Background: an optimization exercise with open tools, aiming at small area, a short achievable clock period and few clock cycles per item. Do not read the settings as production practice. Where RTL was checked, it was by simulation tests only, not by an equivalence proof against the original. Power and IR drop assume default switching activity.

==> job 7713: inputs <==
## MD5
module MD5(
    input wire clk,
    input wire reset_n,
    input wire cs,
    input wire we,
    input wire [7:0] address,
    input wire [31:0] write_data,
    output wire [31:0] read_data
);
Settings: LEC_CHECK=0, CAP_MARGIN=20, CORE_MARGIN=2, CORE_UTILIZATION=40, SETUP_SLACK_MARGIN=3.5, SLEW_MARGIN=20; clock period 9.0 ns.
run.sh (not shown) runs the stock make flow with config.mk's settings and CLKGATE_MAP_FILE= SYNTH_SCRIPT=/design/flow/synth_recipe.tcl, a recipe that flattens the netlist after the stock synthesis.
==> job 5494 (differences from job 7713) <==
- SETUP_SLACK_MARGIN: 3.5 -> default
==> comparison table <==
item	job 5494	job 7713
Worst VDD drop	212 uV	173 uV
Post-Place Setup Slack	0.886 ns	1.71 ns
Pre-Repair DR Iteration Count	9	10
Global-route track usage on met1	36.9%	35.8%
Clock buffer count from CTS	100	99
Comb pwr share	41.8%	45.1%
Number of vias after detailed routing	39.8k	40.5k
# fillers	11.5k	11.2k
Proportion of power drawn by flip-flops and latches	32.8%	31.7%
Layout clock buffer count	133	130
Placed Area	51,900 um2	52,000 um2
Outcome	timing/DRC/antenna clean	timing/DRC/antenna clean
Initial detailed-routing violation count	4,625	4,967
Testbench counts of job 7713, summed over its fixed seeds: cycles 13,695, blocks 192.
Testbench counts of job 5494, summed over its fixed seeds: cycles 13,695, blocks 192.

========
==> inputs of run a <==
==> flow/design.v <==
module MD5_core(
    input wire clk,
    input wire reset_n,
    input wire init,
    input wire next,
    input wire block_wr,
    input wire [3:0] block_addr,
    input wire [31:0] block_data,
    output wire [127:0] digest,
    output wire ready
);
localparam A0 = 32'h67452301;
localparam B0 = 32'hefcdab89;
localparam C0 = 32'h98badcfe;
localparam D0 = 32'h10325476;
function [31:0] K(input [5:0] i);
    begin
        case (i)
            6'd0: K = 32'hd76aa478;
            6'd1: K = 32'he8c7b756;
            6'd2: K = 32'h242070db;
            6'd3: K = 32'hc1bdceee;
            6'd4: K = 32'hf57c0faf;
            6'd5: K = 32'h4787c62a;
            6'd6: K = 32'ha8304613;
            6'd7: K = 32'hfd469501;
            6'd8: K = 32'h698098d8;
            6'd9: K = 32'h8b44f7af;
            6'd10: K = 32'hffff5bb1;
            6'd11: K = 32'h895cd7be;
            6'd12: K = 32'h6b901122;
            6'd13: K = 32'hfd987193;
            6'd14: K = 32'ha679438e;
            6'd15: K = 32'h49b40821;
            6'd16: K = 32'hf61e2562;
            6'd17: K = 32'hc040b340;
            6'd18: K = 32'h265e5a51;
            6'd19: K = 32'he9b6c7aa;
            6'd20: K = 32'hd62f105d;
            6'd21: K = 32'h02441453;
            6'd22: K = 32'hd8a1e681;
            6'd23: K = 32'he7d3fbc8;
            6'd24: K = 32'h21e1cde6;
            6'd25: K = 32'hc33707d6;
            6'd26: K = 32'hf4d50d87;
            6'd27: K = 32'h455a14ed;
            6'd28: K = 32'ha9e3e905;
            6'd29: K = 32'hfcefa3f8;
            6'd30: K = 32'h676f02d9;
            6'd31: K = 32'h8d2a4c8a;
            6'd32: K = 32'hfffa3942;
            6'd33: K = 32'h8771f681;
            6'd34: K = 32'h6d9d6122;
            6'd35: K = 32'hfde5380c;
            6'd36: K = 32'ha4beea44;
            6'd37: K = 32'h4bdecfa9;
            6'd38: K = 32'hf6bb4b60;
            6'd39: K = 32'hbebfbc70;
            6'd40: K = 32'h289b7ec6;
            6'd41: K = 32'heaa127fa;
            6'd42: K = 32'hd4ef3085;
            6'd43: K = 32'h04881d05;
            6'd44: K = 32'hd9d4d039;
            6'd45: K = 32'he6db99e5;
            6'd46: K = 32'h1fa27cf8;
            6'd47: K = 32'hc4ac5665;
            6'd48: K = 32'hf4292244;
            6'd49: K = 32'h432aff97;
            6'd50: K = 32'hab9423a7;
            6'd51: K = 32'hfc93a039;
            6'd52: K = 32'h655b59c3;
            6'd53: K = 32'h8f0ccc92;
            6'd54: K = 32'hffeff47d;
            6'd55: K = 32'h85845dd1;
            6'd56: K = 32'h6fa87e4f;
            6'd57: K = 32'hfe2ce6e0;
            6'd58: K = 32'ha3014314;
            6'd59: K = 32'h4e0811a1;
            6'd60: K = 32'hf7537e82;
            6'd61: K = 32'hbd3af235;
            6'd62: K = 32'h2ad7d2bb;
            6'd63: K = 32'heb86d391;
        endcase
    end
endfunction
function [31:0] rot2(input [31:0] x, input [3:0] sr, input [4:0] sq);
    reg [31:0] t;
    begin
        t = ({32{sr[0]}} & x) | ({32{sr[1]}} & {x[30:0], x[31]}) |
            ({32{sr[2]}} & {x[29:0], x[31:30]}) | ({32{sr[3]}} & {x[28:0], x[31:29]});
        rot2 = ({32{sq[0]}} & {t[27:0], t[31:28]}) | ({32{sq[1]}} & {t[23:0], t[31:24]}) |
               ({32{sq[2]}} & {t[19:0], t[31:20]}) | ({32{sq[3]}} & {t[15:0], t[31:16]}) |
               ({32{sq[4]}} & {t[11:0], t[31:12]});
    end
endfunction
function [31:0] bswap(input [31:0] w);
    begin
        bswap = {w[7:0], w[15:8], w[23:16], w[31:24]};
    end
endfunction
reg [31:0] blk [0:15];
reg [31:0] h0_reg, h1_reg, h2_reg, h3_reg;   
reg [31:0] b_reg, c_reg, d_reg;
reg [31:0] x1_reg, x0_reg;   
reg [31:0] pre_reg;
wire        prep, pv, reload, step, do_init, bwe, w_bus;
wire [5:0]  rnd;
wire [15:0] gsel;
wire [3:0]  rlo;
wire [4:0]  rhi;
md5_ctl ctl(
    .clk(clk),
    .reset_n(reset_n),
    .init(init),
    .next(next),
    .block_wr(block_wr),
    .block_addr(block_addr),
    .ready(ready),
    .prep(prep),
    .pv(pv),
    .reload(reload),
    .step(step),
    .do_init(do_init),
    .bwe(bwe),
    .w_bus(w_bus),
    .rnd(rnd),
    .gsel(gsel),
    .rlo(rlo),
    .rhi(rhi)
);
reg [31:0] w_mem;
integer i;
always @(*) begin
    w_mem = 32'h0;
    for (i = 0; i < 16; i = i + 1)
        w_mem = w_mem | ({32{gsel[i]}} & blk[i]);
end
wire [31:0] w_sel   = w_bus ? block_data : w_mem;
wire [31:0] pre_new = (pv ? d_reg : pre_reg) + K(rnd) + w_sel;
wire [31:0] f_val   = (b_reg & x1_reg) | (~b_reg & x0_reg);
wire [31:0] c_nx = reload ? h2_reg : (pv ? b_reg : c_reg);
wire [31:0] d_nx = reload ? h3_reg : (pv ? c_reg : d_reg);
reg  [31:0] x1_new, x0_new;
always @(*) begin
    case (rnd[5:4])
        2'd0: begin x1_new = c_nx;           x0_new = d_nx;          end
        2'd1: begin x1_new = c_nx | d_nx;    x0_new = c_nx & ~d_nx;  end
        2'd2: begin x1_new = ~(c_nx ^ d_nx); x0_new = c_nx ^ d_nx;   end
        2'd3: begin x1_new = ~c_nx;          x0_new = ~(c_nx ^ d_nx); end
    endcase
end
wire [31:0] b_new   = b_reg + rot2(pre_reg + f_val, rlo, rhi);
wire [31:0] h_sum   = h0_reg + b_reg;
assign digest = {bswap(h0_reg), bswap(h1_reg), bswap(h2_reg), bswap(h3_reg)};
always @(posedge clk) begin
    x1_reg <= x1_new;
    x0_reg <= x0_new;
    if (bwe)
        blk[block_addr] <= block_data;
    if (reload)
        pre_reg <= h0_reg;
    else if (prep)
        pre_reg <= pre_new;
    else if (pv)
        pre_reg <= d_reg;
    if (reload) begin
        b_reg <= h1_reg;
        c_reg <= h2_reg;
        d_reg <= h3_reg;
    end
    else if (pv) begin
        b_reg <= b_new;
        c_reg <= b_reg;
        d_reg <= c_reg;
    end
    if (do_init) begin
        h0_reg <= A0;
        h1_reg <= B0;
        h2_reg <= C0;
        h3_reg <= D0;
    end
    else if (step) begin
        h0_reg <= h3_reg;
        h1_reg <= h_sum;
        h2_reg <= h1_reg;
        h3_reg <= h2_reg;
    end
end
endmodule
module md5_ctl(
    input wire clk,
    input wire reset_n,
    input wire init,
    input wire next,
    input wire block_wr,
    input wire [3:0] block_addr,
    output wire ready,
    output wire prep,        
    output wire pv,          
    output wire reload,      
    output wire step,        
    output wire do_init,     
    output wire bwe,         
    output wire w_bus,       
    output wire [5:0] rnd,   
    output wire [15:0] gsel,
    output wire [3:0] rlo,
    output wire [4:0] rhi
);
function [3:0] GIX(input [5:0] i);
    begin
        case (i)
            6'd0: GIX = 4'd0;
            6'd1: GIX = 4'd1;
            6'd2: GIX = 4'd2;
            6'd3: GIX = 4'd3;
            6'd4: GIX = 4'd4;
            6'd5: GIX = 4'd5;
            6'd6: GIX = 4'd6;
            6'd7: GIX = 4'd7;
            6'd8: GIX = 4'd8;
            6'd9: GIX = 4'd9;
            6'd10: GIX = 4'd10;
            6'd11: GIX = 4'd11;
            6'd12: GIX = 4'd12;
            6'd13: GIX = 4'd13;
            6'd14: GIX = 4'd14;
            6'd15: GIX = 4'd15;
            6'd16: GIX = 4'd1;
            6'd17: GIX = 4'd6;
            6'd18: GIX = 4'd11;
            6'd19: GIX = 4'd0;
            6'd20: GIX = 4'd5;
            6'd21: GIX = 4'd10;
            6'd22: GIX = 4'd15;
            6'd23: GIX = 4'd4;
            6'd24: GIX = 4'd9;
            6'd25: GIX = 4'd14;
            6'd26: GIX = 4'd3;
            6'd27: GIX = 4'd8;
            6'd28: GIX = 4'd13;
            6'd29: GIX = 4'd2;
            6'd30: GIX = 4'd7;
            6'd31: GIX = 4'd12;
            6'd32: GIX = 4'd5;
            6'd33: GIX = 4'd8;
            6'd34: GIX = 4'd11;
            6'd35: GIX = 4'd14;
            6'd36: GIX = 4'd1;
            6'd37: GIX = 4'd4;
            6'd38: GIX = 4'd7;
            6'd39: GIX = 4'd10;
            6'd40: GIX = 4'd13;
            6'd41: GIX = 4'd0;
            6'd42: GIX = 4'd3;
            6'd43: GIX = 4'd6;
            6'd44: GIX = 4'd9;
            6'd45: GIX = 4'd12;
            6'd46: GIX = 4'd15;
            6'd47: GIX = 4'd2;
            6'd48: GIX = 4'd0;
            6'd49: GIX = 4'd7;
            6'd50: GIX = 4'd14;
            6'd51: GIX = 4'd5;
            6'd52: GIX = 4'd12;
            6'd53: GIX = 4'd3;
            6'd54: GIX = 4'd10;
            6'd55: GIX = 4'd1;
            6'd56: GIX = 4'd8;
            6'd57: GIX = 4'd15;
            6'd58: GIX = 4'd6;
            6'd59: GIX = 4'd13;
            6'd60: GIX = 4'd4;
            6'd61: GIX = 4'd11;
            6'd62: GIX = 4'd2;
            6'd63: GIX = 4'd9;
        endcase
    end
endfunction
function [4:0] rot_amt(input [5:0] i);
    begin
        case ({i[5:4], i[1:0]})
            4'd0: rot_amt = 5'd7;
            4'd1: rot_amt = 5'd12;
            4'd2: rot_amt = 5'd17;
            4'd3: rot_amt = 5'd22;
            4'd4: rot_amt = 5'd5;
            4'd5: rot_amt = 5'd9;
            4'd6: rot_amt = 5'd14;
            4'd7: rot_amt = 5'd20;
            4'd8: rot_amt = 5'd4;
            4'd9: rot_amt = 5'd11;
            4'd10: rot_amt = 5'd16;
            4'd11: rot_amt = 5'd23;
            4'd12: rot_amt = 5'd6;
            4'd13: rot_amt = 5'd10;
            4'd14: rot_amt = 5'd15;
            4'd15: rot_amt = 5'd21;
        endcase
    end
endfunction
reg [3:0]  rlo_reg;      
reg [4:0]  rhi_reg;      
reg        pstep_reg;    
reg        plast_reg;    
reg [3:0]  gidx_reg;     
reg        pv_reg;       
reg [6:0]  cnt_reg;      
reg        busy_reg;
reg        fin_reg;      
reg        reload_reg;
wire idle    = ~busy_reg;
wire go      = next & idle;
wire cnt_lo  = ~cnt_reg[6] & ~cnt_reg[5] & ~cnt_reg[4];    
wire match   = bwe & cnt_lo & ~reload_reg & (block_addr == cnt_reg[3:0]);
wire inval   = bwe & (cnt_reg[4] | (cnt_lo & (block_addr < cnt_reg[3:0])));
wire clear   = do_init | inval | reload_reg;
wire [6:0] cnt_inc = cnt_reg + 7'd1;
assign ready   = idle;
assign do_init = init & idle;
assign bwe     = block_wr & idle;
assign prep    = match | ((busy_reg | (go & ~cnt_lo)) & ~cnt_reg[6] & ~reload_reg);
assign step    = (pv_reg & pstep_reg) | fin_reg;
assign w_bus   = idle & cnt_lo;
assign pv      = pv_reg;
assign reload  = reload_reg;
assign rnd     = cnt_reg[5:0];
assign gsel    = 16'h0001 << gidx_reg;
assign rlo     = rlo_reg;
assign rhi     = rhi_reg;
always @(posedge clk or negedge reset_n) begin
    if (!reset_n) begin
        busy_reg   <= 1'b0;
        pv_reg     <= 1'b0;
        cnt_reg    <= 7'd0;
        gidx_reg   <= 4'd0;
        fin_reg    <= 1'b0;
        reload_reg <= 1'b0;
    end
    else begin
        fin_reg    <= pv_reg & plast_reg;
        reload_reg <= fin_reg | do_init | inval;
        if (go)
            busy_reg <= 1'b1;
        else if (pv_reg & plast_reg)
            busy_reg <= 1'b0;
        if (clear) begin
            cnt_reg  <= 7'd0;
            gidx_reg <= 4'd0;
            pv_reg   <= 1'b0;
        end
        else begin
            pv_reg <= prep;
            if (prep) begin
                cnt_reg  <= cnt_inc;
                gidx_reg <= GIX(cnt_inc[5:0]);
            end
        end
    end
end
always @(posedge clk) begin
    if (prep) begin
        rlo_reg   <= 4'h1 << (rot_amt(cnt_reg[5:0]) & 5'd3);
        rhi_reg   <= 5'h1 << ((rot_amt(cnt_reg[5:0]) >> 2) - 5'd1);
        pstep_reg <= (cnt_reg[5:0] >= 6'd61);
        plast_reg <= (cnt_reg[5:0] == 6'd63);
    end
end
endmodule
module MD5(
    input wire clk,
    input wire reset_n,
    input wire cs,
    input wire we,
    input wire [7:0] address,
    input wire [31:0] write_data,
    output wire [31:0] read_data
);
wire         ready;
wire [127:0] digest;
wire wr       = cs & we;
wire ctrl_wr  = wr & (address == 8'h08);
wire block_wr = wr & (address[7:4] == 4'h2);
MD5_core core(
    .clk(clk),
    .reset_n(reset_n),
    .init(ctrl_wr & write_data[0] & ~write_data[1]),
    .next(ctrl_wr & write_data[1] & ~write_data[0]),
    .block_wr(block_wr),
    .block_addr(address[3:0]),
    .block_data(write_data),
    .digest(digest),
    .ready(ready)
);
MD5_read rd_mux(
    .address(address),
    .ready(ready),
    .digest(digest),
    .read_data(read_data)
);
endmodule
module MD5_read(
    input wire [7:0] address,
    input wire ready,
    input wire [127:0] digest,
    output reg [31:0] read_data
);
localparam CORE_NAME0   = 32'h6d643520;    
localparam CORE_NAME1   = 32'h68617368;    
localparam CORE_VERSION = 32'h302e3120;    
always @(*) begin
    case (address)
        8'h00: read_data = CORE_NAME0;
        8'h01: read_data = CORE_NAME1;
        8'h02: read_data = CORE_VERSION;
        8'h09: read_data = {31'h0, ready};
        8'h40: read_data = digest[127:96];
        8'h41: read_data = digest[95:64];
        8'h42: read_data = digest[63:32];
        8'h43: read_data = digest[31:0];
        default: read_data = 32'h0;
    endcase
end
endmodule
==> flow/flow/run.sh <==
#!/bin/bash
# The standard layout (the standard.sh), with one change to synthesis: Yosys does not map
# adders to the library's full/half-adder cells (ADDER_MAP_FILE is empty), so ABC maps the
# adders' logic together with the rest. Registers are mapped exactly as in the standard synthesis.
# make's full output goes to flow_make.log; ORFS keeps each step's log under orfs/logs/.
set -euo pipefail
bash standard.sh ADDER_MAP_FILE= finish > flow_make.log 2>&1
==> flow/standard.sh <==
#!/bin/bash
# synth_recipe.tcl (not shown) runs the flow's synth.tcl, then flattens the netlist and writes it again
# the make line also repeats each setting of config.mk as NAME=value (left out here)
make -C /OpenROAD-flow-scripts/flow DESIGN_CONFIG=/design/flow/config.mk WORK_HOME=/design/flow/orfs CLKGATE_MAP_FILE= SYNTH_SCRIPT=/design/flow/synth_recipe.tcl "${@:-finish}"
==> flow/config.mk <==
export PLATFORM = sky130hd
export DESIGN_NAME = MD5
export DESIGN_NICKNAME = MD5
export VERILOG_FILES = /design/flow/design.v
export SDC_FILE = /design/flow/constraint.sdc
export NUM_CORES = 8
export LEC_CHECK = 0
export ABC_AREA = 1
export CAP_MARGIN = 20
export CORE_MARGIN = 2
export CORE_UTILIZATION = 45
export CTS_CLUSTER_DIAMETER = 220
export CTS_CLUSTER_SIZE = 18
export SETUP_SLACK_MARGIN = 4.0
export SLEW_MARGIN = 20
export SYNTH_HIERARCHICAL = 1
==> flow/constraint.sdc <==
create_clock -name core_clock -period 9.0 [get_ports {clk}]
set_input_delay 1.8000 -clock core_clock [delete_from_list [all_inputs] [get_ports {clk}]]
set_output_delay 1.8000 -clock core_clock [all_outputs]
set_load 0.01 [all_outputs]
==> inputs of run b, as changes to run a <==
--- a/flow/design.v
+++ b/flow/design.v
@@ -102,10 +102,9 @@
 reg [31:0] h0_reg, h1_reg, h2_reg, h3_reg;   
 reg [31:0] b_reg, c_reg, d_reg;
-reg [31:0] x1_reg, x0_reg;   
 reg [31:0] pre_reg;
 wire        prep, pv, reload, step, do_init, bwe, w_bus;
 wire [5:0]  rnd;
 wire [15:0] gsel;
-wire [3:0]  rlo;
+wire [3:0]  fsel, rlo;
 wire [4:0]  rhi;
 md5_ctl ctl(
@@ -126,4 +125,5 @@
     .rnd(rnd),
     .gsel(gsel),
+    .fsel(fsel),
     .rlo(rlo),
     .rhi(rhi)
@@ -138,22 +138,12 @@
 wire [31:0] w_sel   = w_bus ? block_data : w_mem;
 wire [31:0] pre_new = (pv ? d_reg : pre_reg) + K(rnd) + w_sel;
-wire [31:0] f_val   = (b_reg & x1_reg) | (~b_reg & x0_reg);
-wire [31:0] c_nx = reload ? h2_reg : (pv ? b_reg : c_reg);
-wire [31:0] d_nx = reload ? h3_reg : (pv ? c_reg : d_reg);
-reg  [31:0] x1_new, x0_new;
-always @(*) begin
-    case (rnd[5:4])
-        2'd0: begin x1_new = c_nx;           x0_new = d_nx;          end
-        2'd1: begin x1_new = c_nx | d_nx;    x0_new = c_nx & ~d_nx;  end
-        2'd2: begin x1_new = ~(c_nx ^ d_nx); x0_new = c_nx ^ d_nx;   end
-        2'd3: begin x1_new = ~c_nx;          x0_new = ~(c_nx ^ d_nx); end
-    endcase
-end
+wire [31:0] f_val   = ({32{fsel[0]}} & (d_reg ^ (b_reg & (c_reg ^ d_reg)))) |
+                      ({32{fsel[1]}} & (c_reg ^ (d_reg & (b_reg ^ c_reg)))) |
+                      ({32{fsel[2]}} & (b_reg ^ c_reg ^ d_reg)) |
+                      ({32{fsel[3]}} & (c_reg ^ (b_reg | ~d_reg)));
 wire [31:0] b_new   = b_reg + rot2(pre_reg + f_val, rlo, rhi);
 wire [31:0] h_sum   = h0_reg + b_reg;
 assign digest = {bswap(h0_reg), bswap(h1_reg), bswap(h2_reg), bswap(h3_reg)};
 always @(posedge clk) begin
-    x1_reg <= x1_new;
-    x0_reg <= x0_new;
     if (bwe)
         blk[block_addr] <= block_data;
@@ -205,4 +195,5 @@
     output wire [5:0] rnd,   
     output wire [15:0] gsel,
+    output wire [3:0] fsel,
     output wire [3:0] rlo,
     output wire [4:0] rhi
@@ -300,4 +291,5 @@
     end
 endfunction
+reg [3:0]  fsel_reg;     
 reg [3:0]  rlo_reg;      
 reg [4:0]  rhi_reg;      
@@ -327,4 +319,5 @@
 assign rnd     = cnt_reg[5:0];
 assign gsel    = 16'h0001 << gidx_reg;
+assign fsel    = fsel_reg;
 assign rlo     = rlo_reg;
 assign rhi     = rhi_reg;
@@ -361,4 +354,5 @@
 always @(posedge clk) begin
     if (prep) begin
+        fsel_reg  <= 4'h1 << cnt_reg[5:4];
         rlo_reg   <= 4'h1 << (rot_amt(cnt_reg[5:0]) & 5'd3);
         rhi_reg   <= 5'h1 << ((rot_amt(cnt_reg[5:0]) >> 2) - 5'd1);
Settings changed: CORE_UTILIZATION 45 to 50.
==> out/results.ini <==
[grt]
antenna_found_initial=7
grt_pass1_vias=42708

[routing]
dr_wl_met3_microns=15800

[critical_path]
slowest_delay_ps=230

[logic_synthesis]
synth.top_cell.area_share_pct=38.8
synth_nets=6508
yosys.area_share.simple_pct=32.6

[floorplan]
die_w_microns=315

[place]
postPlaceCellArea_sq_um=50200

[pwr]
p_total_uw=7760
pg_seq_uw=4030

[run_status]
status=finished clean

[layout]
final_cells=7896
utilization_pct=57.1

[worst_hold_path]
hold_path_end=core.ctl.fin_reg

[clock_network]
ctsResizeCount=223

[end of results for run b]
==> out/results.ini <==
[logic_synthesis]
synth_nets=6679
synth.top_cell.area_share_pct=33.8

[critical_path]
slowest_delay_ps=250

[pwr]
pg_seq_uw=5300
p_total_uw=15400

[place]
postPlaceCellArea_sq_um=51400

[run_status]
status=finished clean

[grt]
antenna_found_initial=5
grt_pass1_vias=43738

[layout]
final_cells=8181

[worst_hold_path]
hold_path_end=core.h3_reg[10]

[floorplan]
die_w_microns=335

[end of results for run a]
Testbench counts of run b, summed over its fixed seeds: cycles 13,695, blocks 192.
The RTL of run a was laid out without a check of its function.

## separate check: timing with driven ports
How much do the figures lean on ideal ports? The routed layouts below were timed once more, with nothing changed but the port constraints. Step 1 (the two cells are an assumption about what drives the block):
set clk [get_ports {clk}]
set_driving_cell -lib_cell sky130_fd_sc_hd__clkbuf_16 $clk
set_driving_cell -lib_cell sky130_fd_sc_hd__buf_2 [delete_from_list [all_inputs] $clk]
Step 2 also shifts input and output timing later by t, the mid clock arrival at the registers, as if the neighbouring blocks saw the same clock. Slacks: ideal / step 1 / step 2; pairs: ideal / step 1.
run | t (ns) | slack for setup (ns) | worst setup path after step 2 | clock arrival spread, ns | worst slew at a driven data input, ns
job 7713 | 0.770 | 2.295 / 2.295 / 2.295 | register to register | 0.032 / 0.032 | 0.08
job 5494 | 0.811 | 0.776 / 0.776 / 0.776 | register to register | 0.087 / 0.087 | 0.10
run a | 0.754 | 4.000 / 3.966 / 3.465 | input to register | 0.066 / 0.067 | 0.09
run b | 0.738 | 4.070 / 3.966 / 3.515 | input to register | 0.055 / 0.055 | 0.11
After both steps setup and hold are still met in every run listed. For run b, which loses most, drivers alone change the setup slack by -0.104 ns; drivers and shift together by -0.555 ns.
